What follows belongs to an exercise in optimizing a design on an open flow for small area; a production flow would make more cautious choices. Only simulation tests tie the RTL to the original design; equivalence was not proved. Power is estimated from default activity; no workload was simulated.

==> run a: inputs <==
// pong_core
module pong_core(
	input			clk,
	input			rst,
	input			frame_tick,
	input			game_reset,
	input			p2_up,
	input			p2_down,
	input	[9:0]	hpos,
	input	[9:0]	vpos,
	input			active,
	output reg		pixel,
	output [12:0]	ball_x,
	output [12:0]	ball_y,
	output [12:0]	p1_y,
	output [12:0]	p2_y,
	output [3:0]	direction,
	output reg		goal_p1,
	output reg		goal_p2,
	output reg		nn_up,
	output reg		nn_down,
	output			nn_test
);
export LEC_CHECK = 0
export CAP_MARGIN = 20
export CORE_MARGIN = 2
export CORE_UTILIZATION = 40
export SLEW_MARGIN = 20
create_clock -name core_clock -period 25.0 [get_ports {clk}]
standard.sh (not shown) runs the stock make flow with config.mk's settings and CLKGATE_MAP_FILE= SYNTH_SCRIPT=/design/flow/synth_recipe.tcl, a recipe that flattens the netlist after the stock synthesis.
==> flow/flow/run.sh <==
#!/bin/bash
# The standard layout (the standard.sh) with these changes:
#  - synthesis leaves arithmetic to ABC as plain logic (no extracted
#    half/full-adder cells, no Kogge-Stone carry map) and ABC maps for
#    area (flow/area.abc); registers, their names and cell types are those
#    of the standard synthesis;
#  - the port buffers are the smallest buffer (buf_1) instead of
#    clkdlybuf4s50_1; every port still gets its own buffer;
#  - clock tree synthesis uses clkbuf_8 and no dummy loads.
set -euo pipefail
WORK=$(pwd)
FLOWDIR=$WORK/flow

# synthesis script: the standard flow's own, with ABC's script swapped for flow/area.abc
{
  printf 'proc abc {args} {\n'
  printf '  set i [lsearch -exact $args -script]\n'
  printf '  if {$i >= 0} { lset args [expr {$i + 1}] {%s} }\n' "$FLOWDIR/area.abc"
  printf '  yosys abc {*}$args\n'
  printf '}\n'
  cat "$WORK/synth_recipe.tcl"
} > "$WORK/area_synth.tcl"

EXTRA="ADDER_MAP_FILE= SYNTH_OPERATIONS_ARGS=-noshare REMOVE_ABC_BUFFERS=1 'MIN_BUF_CELL_AND_PORTS=sky130_fd_sc_hd__buf_1 A X'"
EXTRA="$EXTRA 'BUFFER_PORTS_ARGS=-buffer_cell sky130_fd_sc_hd__buf_1'"
EXTRA="$EXTRA 'CTS_ARGS=-sink_clustering_enable -repair_clock_nets -dont_use_dummy_load -buf_list sky130_fd_sc_hd__clkbuf_8'"

sed -e "s#SYNTH_SCRIPT=[^ ]*synth_recipe.tcl#SYNTH_SCRIPT=$WORK/area_synth.tcl#" \
    -e "s#CLKGATE_MAP_FILE= #CLKGATE_MAP_FILE= $EXTRA #" \
    "$WORK/standard.sh" > "$WORK/area_standard.sh"
grep -q "area_synth.tcl" "$WORK/area_standard.sh"
grep -q "dont_use_dummy_load" "$WORK/area_standard.sh"

bash "$WORK/area_standard.sh" > "$WORK/flow_make.log" 2>&1
==> flow/flow/area.abc <==
strash
dch -f
amap
strash
dc2
dch -f
amap
strash
dch -f
amap
topo
stime -c
==> run b: changes against run a <==
==> flow/flow/run.sh (replaced) <==
#!/bin/bash
# The standard layout (the standard.sh), with one change to synthesis:
# arithmetic is left to ABC as plain logic (no extracted half/full-adder cells,
# no Kogge-Stone carry map) and ABC maps for area (flow/area.abc).
# Registers, their names and cell types are those of the standard synthesis.
set -euo pipefail
WORK=$(pwd)
FLOWDIR=$WORK/flow

# synthesis script: the standard flow's own, with ABC's script swapped for flow/area.abc
{
  printf 'proc abc {args} {\n'
  printf '  set i [lsearch -exact $args -script]\n'
  printf '  if {$i >= 0} { lset args [expr {$i + 1}] {%s} }\n' "$FLOWDIR/area.abc"
  printf '  yosys abc {*}$args\n'
  printf '}\n'
  cat "$WORK/synth_recipe.tcl"
} > "$WORK/area_synth.tcl"

# standard.sh with that script and without the adder maps
sed -e "s#SYNTH_SCRIPT=[^ ]*synth_recipe.tcl#SYNTH_SCRIPT=$WORK/area_synth.tcl#" \
    -e "s#CLKGATE_MAP_FILE= #CLKGATE_MAP_FILE= ADDER_MAP_FILE= SYNTH_OPERATIONS_ARGS=-noshare #" \
    "$WORK/standard.sh" > "$WORK/area_standard.sh"
grep -q "area_synth.tcl" "$WORK/area_standard.sh"
grep -q "ADDER_MAP_FILE= " "$WORK/area_standard.sh"

bash "$WORK/area_standard.sh" > "$WORK/flow_make.log" 2>&1
==> flow/config.mk (replaced) <==
export PLATFORM = sky130hd
export DESIGN_NAME = pong_core
export DESIGN_NICKNAME = pong_core
export VERILOG_FILES = /design/flow/design.v
export SDC_FILE = /design/flow/constraint.sdc
export NUM_CORES = 4
export LEC_CHECK = 0
export ABC_AREA = 1
export CAP_MARGIN = 20
export CORE_MARGIN = 2
export CORE_UTILIZATION = 40
export CTS_BUF_LIST = sky130_fd_sc_hd__clkbuf_8
export SLEW_MARGIN = 20
==> run c: changes against run a <==
--- a/flow/design.v
+++ b/flow/design.v
@@ -40,34 +40,33 @@
 	wire [7:0] pb_dn = (pb >= 8'd204) ? 8'd205 : pb + 8'd2;
 	wire signed [4:0] dxh = (dir == 4'd0) ? 5'sd0 : (dir == 4'd1) ? 5'sd3 : (dir == 4'd2) ? 5'sd6 : (dir == 4'd3) ? 5'sd9 : (dir == 4'd4) ? 5'sd12 : (dir == 4'd5) ? 5'sd9 : (dir == 4'd6) ? 5'sd6 : (dir == 4'd7) ? 5'sd3 : (dir == 4'd8) ? 5'sd0 : (dir == 4'd9) ? -5'sd3 : (dir == 4'd10) ? -5'sd6 : (dir == 4'd11) ? -5'sd9 : (dir == 4'd12) ? -5'sd12 : (dir == 4'd13) ? -5'sd9 : (dir == 4'd14) ? -5'sd6 : -5'sd3;
 	wire signed [4:0] dyh = (dir == 4'd0) ? -5'sd12 : (dir == 4'd1) ? -5'sd9 : (dir == 4'd2) ? -5'sd6 : (dir == 4'd3) ? -5'sd3 : (dir == 4'd4) ? 5'sd0 : (dir == 4'd5) ? 5'sd3 : (dir == 4'd6) ? 5'sd6 : (dir == 4'd7) ? 5'sd9 : (dir == 4'd8) ? 5'sd12 : (dir == 4'd9) ? 5'sd9 : (dir == 4'd10) ? 5'sd6 : (dir == 4'd11) ? 5'sd3 : (dir == 4'd12) ? 5'sd0 : (dir == 4'd13) ? -5'sd3 : (dir == 4'd14) ? -5'sd6 : -5'sd9;
 	wire signed [11:0] bx_s = $signed({1'b0, bx}) + dxh;
 	wire signed [10:0] by_s = $signed({1'b0, by}) + dyh;
-	wire [10:0] bx_n = (bx_s < 10) ? 11'd10 : (bx_s > 1270) ? 11'd1270 : bx_s[10:0];
-	wire [9:0]  by_n = (by_s < 10) ? 10'd10 : (by_s > 950) ? 10'd950 : by_s[9:0];
+	wire [10:0] bx_n = dxh[4] ? ((bx_s < 10) ? 11'd10 : bx_s[10:0]) : ((bx_s > 1270) ? 11'd1270 : bx_s[10:0]);
+	wire [9:0]  by_n = dyh[4] ? ((by_s < 10) ? 10'd10 : by_s[9:0]) : ((by_s > 950) ? 10'd950 : by_s[9:0]);
 	wire hit1 = (bx <= 11'd91);
 	wire hit2 = (bx >= 11'd1197);
 	wire [7:0] psel = hit1 ? pa : pb;
-	wire signed [10:0] dh = $signed({1'b0, by}) - $signed({1'b0, psel, 2'b0});	 
+	wire signed [11:0] e = $signed({2'b0, by}) + 12'sd140 - $signed({2'b0, psel, 2'b0});	 
 	reg [2:0] clu;
 	always @* begin
-		if (dh < -140)      clu = 3'd7;
-		else if (dh < -100) clu = 3'd0;
-		else if (dh < -60)  clu = 3'd1;
-		else if (dh < -20)  clu = 3'd2;
-		else if (dh < 22)   clu = 3'd3;
-		else if (dh < 62)   clu = 3'd4;
-		else if (dh < 102)  clu = 3'd5;
-		else if (dh < 142)  clu = 3'd6;
+		if (e < 0)          clu = 3'd7;
+		else if (e < 40)    clu = 3'd0;
+		else if (e < 80)    clu = 3'd1;
+		else if (e < 120)   clu = 3'd2;
+		else if (e < 162)   clu = 3'd3;
+		else if (e < 202)   clu = 3'd4;
+		else if (e < 242)   clu = 3'd5;
+		else if (e < 282)   clu = 3'd6;
 		else                clu = 3'd7;
 	end
-	wire signed [5:0] r1 = 6'sd13 + $signed({3'b0, clu}) - $signed({2'b0, dir});
-	wire signed [5:0] r2 = 6'sd19 - $signed({3'b0, clu}) - $signed({2'b0, dir});
-	wire [3:0] ref1 = (r1 < 1) ? 4'd1 : (r1 > 7) ? 4'd7 : r1[3:0];
-	wire [3:0] ref2 = (r2 < 9) ? 4'd9 : (r2 > 15) ? 4'd15 : r2[3:0];
-	wire ok1 = (clu != 3'd7) & dir[3] & (dir != 4'd8);
-	wire ok2 = (clu != 3'd7) & ~dir[3] & (dir != 4'd0);
+	wire [2:0] cm6 = hit1 ? clu : 3'd6 - clu;
+	wire signed [4:0] rr = 5'sd5 + $signed({2'b0, cm6}) - $signed({2'b0, dir[2:0]});
+	wire [2:0] rc = (rr < 1) ? 3'd1 : (rr > 7) ? 3'd7 : rr[2:0];
+	wire [3:0] refd = {~hit1, rc};
+	wire okd = (clu != 3'd7) & (dir[3] == hit1) & (dir[2:0] != 3'd0);
 	wire wall = ((by == 10'd10) | (by == 10'd950)) & (cd == 4'd0);
 	wire [3:0] cd_dec = (cd != 4'd0) ? cd - 4'd1 : cd;
 	wire [3:0] cdp_dec = (cdp != 4'd0) ? cdp - 4'd1 : cdp;
 	always @(posedge clk) begin
 		if (rst) begin
@@ -88,19 +87,16 @@
 				if (wall) begin
 					dir <= 4'd8 - dir;
 					cd <= 4'd15;
 					cdp <= cdp_dec;
 					if (cdp == 4'd0) begin goal_p1 <= 1'b0; goal_p2 <= 1'b0; end
-				end else if (hit1 && cdp == 4'd0) begin
-					if (!ok1) goal_p1 <= 1'b1;
+				end else if ((hit1 | hit2) && cdp == 4'd0) begin
+					if (!okd) begin
+						if (hit1) goal_p1 <= 1'b1; else goal_p2 <= 1'b1;
+					end
 					cd <= cd_dec;
-					dir <= ok1 ? ref1 : dir;
-					cdp <= 4'd15;
-				end else if (hit2 && cdp == 4'd0) begin
-					if (!ok2) goal_p2 <= 1'b1;
-					cd <= cd_dec;
-					dir <= ok2 ? ref2 : dir;
+					dir <= okd ? refd : dir;
 					cdp <= 4'd15;
 				end else begin
 					if (cdp == 4'd0) begin goal_p1 <= 1'b0; goal_p2 <= 1'b0; end
 					cd <= cd_dec;
 					cdp <= cdp_dec;
--- a/flow/flow/run.sh
+++ b/flow/flow/run.sh
@@ -1,10 +1,10 @@
 #!/bin/bash
 # The standard layout (the standard.sh) with these changes:
 #  - synthesis leaves arithmetic to ABC as plain logic (no extracted
 #    half/full-adder cells, no Kogge-Stone carry map) and ABC maps for
-#    area (flow/area.abc); registers, their names and cell types are those
+#    area (flow/area.abc: &deepsyn then amap); registers, their names and cell types are those
 #    of the standard synthesis;
 #  - the port buffers are the smallest buffer (buf_1) instead of
 #    clkdlybuf4s50_1; every port still gets its own buffer;
 #  - clock tree synthesis uses clkbuf_8 and no dummy loads.
 set -euo pipefail
@@ -19,11 +19,11 @@
   printf '  yosys abc {*}$args\n'
   printf '}\n'
   cat "$WORK/synth_recipe.tcl"
 } > "$WORK/area_synth.tcl"
 
-EXTRA="ADDER_MAP_FILE= SYNTH_OPERATIONS_ARGS=-noshare REMOVE_ABC_BUFFERS=1 'MIN_BUF_CELL_AND_PORTS=sky130_fd_sc_hd__buf_1 A X'"
+EXTRA="ADDER_MAP_FILE= SYNTH_OPERATIONS_ARGS=-noshare"
 EXTRA="$EXTRA 'BUFFER_PORTS_ARGS=-buffer_cell sky130_fd_sc_hd__buf_1'"
 EXTRA="$EXTRA 'CTS_ARGS=-sink_clustering_enable -repair_clock_nets -dont_use_dummy_load -buf_list sky130_fd_sc_hd__clkbuf_8'"
 
 sed -e "s#SYNTH_SCRIPT=[^ ]*synth_recipe.tcl#SYNTH_SCRIPT=$WORK/area_synth.tcl#" \
     -e "s#CLKGATE_MAP_FILE= #CLKGATE_MAP_FILE= $EXTRA #" \
==> flow/flow/area.abc (replaced) <==
strash
&get -n
&deepsyn -T 400
&put
dch -f
amap
topo
stime -c
==> qor summary <==
metric	run a	run c	run b
Result of the run	no timing/DRC/antenna violations	no timing/DRC/antenna violations	no timing/DRC/antenna violations
Simple logic cell fraction of the synthesized area	26.5%	26.8%	26.4%
Netlist area before placement	10500 um2	9730 um2	10500 um2
Clock transition at path regs	0.09 ns	0.09 ns	0.11 ns
Routed length on met3	2010 um	2130 um	1770 um
Drt initial violations	916	988	899
Wirelength, routed	34800 um	34700 um	35000 um
Clock latency of the later-clocked register in the worst-skew pair	0.48 ns	0.46 ns	0.49 ns
Initial antenna violation count	1	0	1
Int Pwr	533 uW	525 uW	565 uW
Post-Place Setup Slack	11.47 ns	14.71 ns	11.62 ns
Power density over cell area	86.3 nW/um2	93.7 nW/um2	86.8 nW/um2
Launch instance of the worst min-delay path	R3[2]$_DFF_P_	R1[0]$_DFF_P_	R1[0]$_DFF_P_
Proportion of cell area occupied by multi-input gates	59.1%	56.1%	56.1%
Worst reg2reg path startpoint	s[0]$_SDFFE_PP1P_	s[2]$_SDFFE_PP1P_	s[0]$_SDFFE_PP1P_
Placed Area	11300 um2	10400 um2	11700 um2
Plain + repair buffers	87	82	90
Core Area	25800 um2	24100 um2	25900 um2
Metal2 WL	16200 um	16200 um	16800 um
Power in sequential cells	324 uW	320 uW	325 uW
Destination of the worst hold path	R2[2]$_DFF_P_	R0[0]$_DFF_P_	R0[0]$_DFF_P_
Finished Layout Cells	2096	1939	2112
Sequential share of power	32.7%	32.0%	30.8%
Combinational Power	525 uW	534 uW	531 uW
Post-Route Skew	0.0485 ns	0.0286 ns	0.0190 ns

## re-timing with driven ports
Ports are ideal in the flow. The routed layouts listed here were re-timed in OpenROAD.
Step 1, drivers: a clkbuf_16 drives clk and a buf_2 each remaining input, both assumed.
Step 2 adds t to the input delays and takes it off the output delays; t is the mean of the earliest and latest rising clock arrival at the registers after step 1. Input paths then give back, and output paths get back, about the clock's delay inside the block.
Slacks: no drivers / after step 1 / after step 2; pairs: no drivers / after step 1.
run | t (ns) | setup WS [ns] | hold WS [ns] | worst slew at a driven data input, ns | pins driven straight from the clock port
run a | 0.498 | 11.328 / 11.328 / 11.328 | 0.316 / 0.316 / 0.316 | 0.03 | 1
run b | 0.524 | 11.617 / 11.617 / 11.617 | 0.333 / 0.333 / 0.333 | 0.04 | 1
run c | 0.483 | 14.575 / 14.575 / 14.575 | 0.328 / 0.328 / 0.328 | 0.04 | 1
After both steps setup and hold are still met in every run listed.
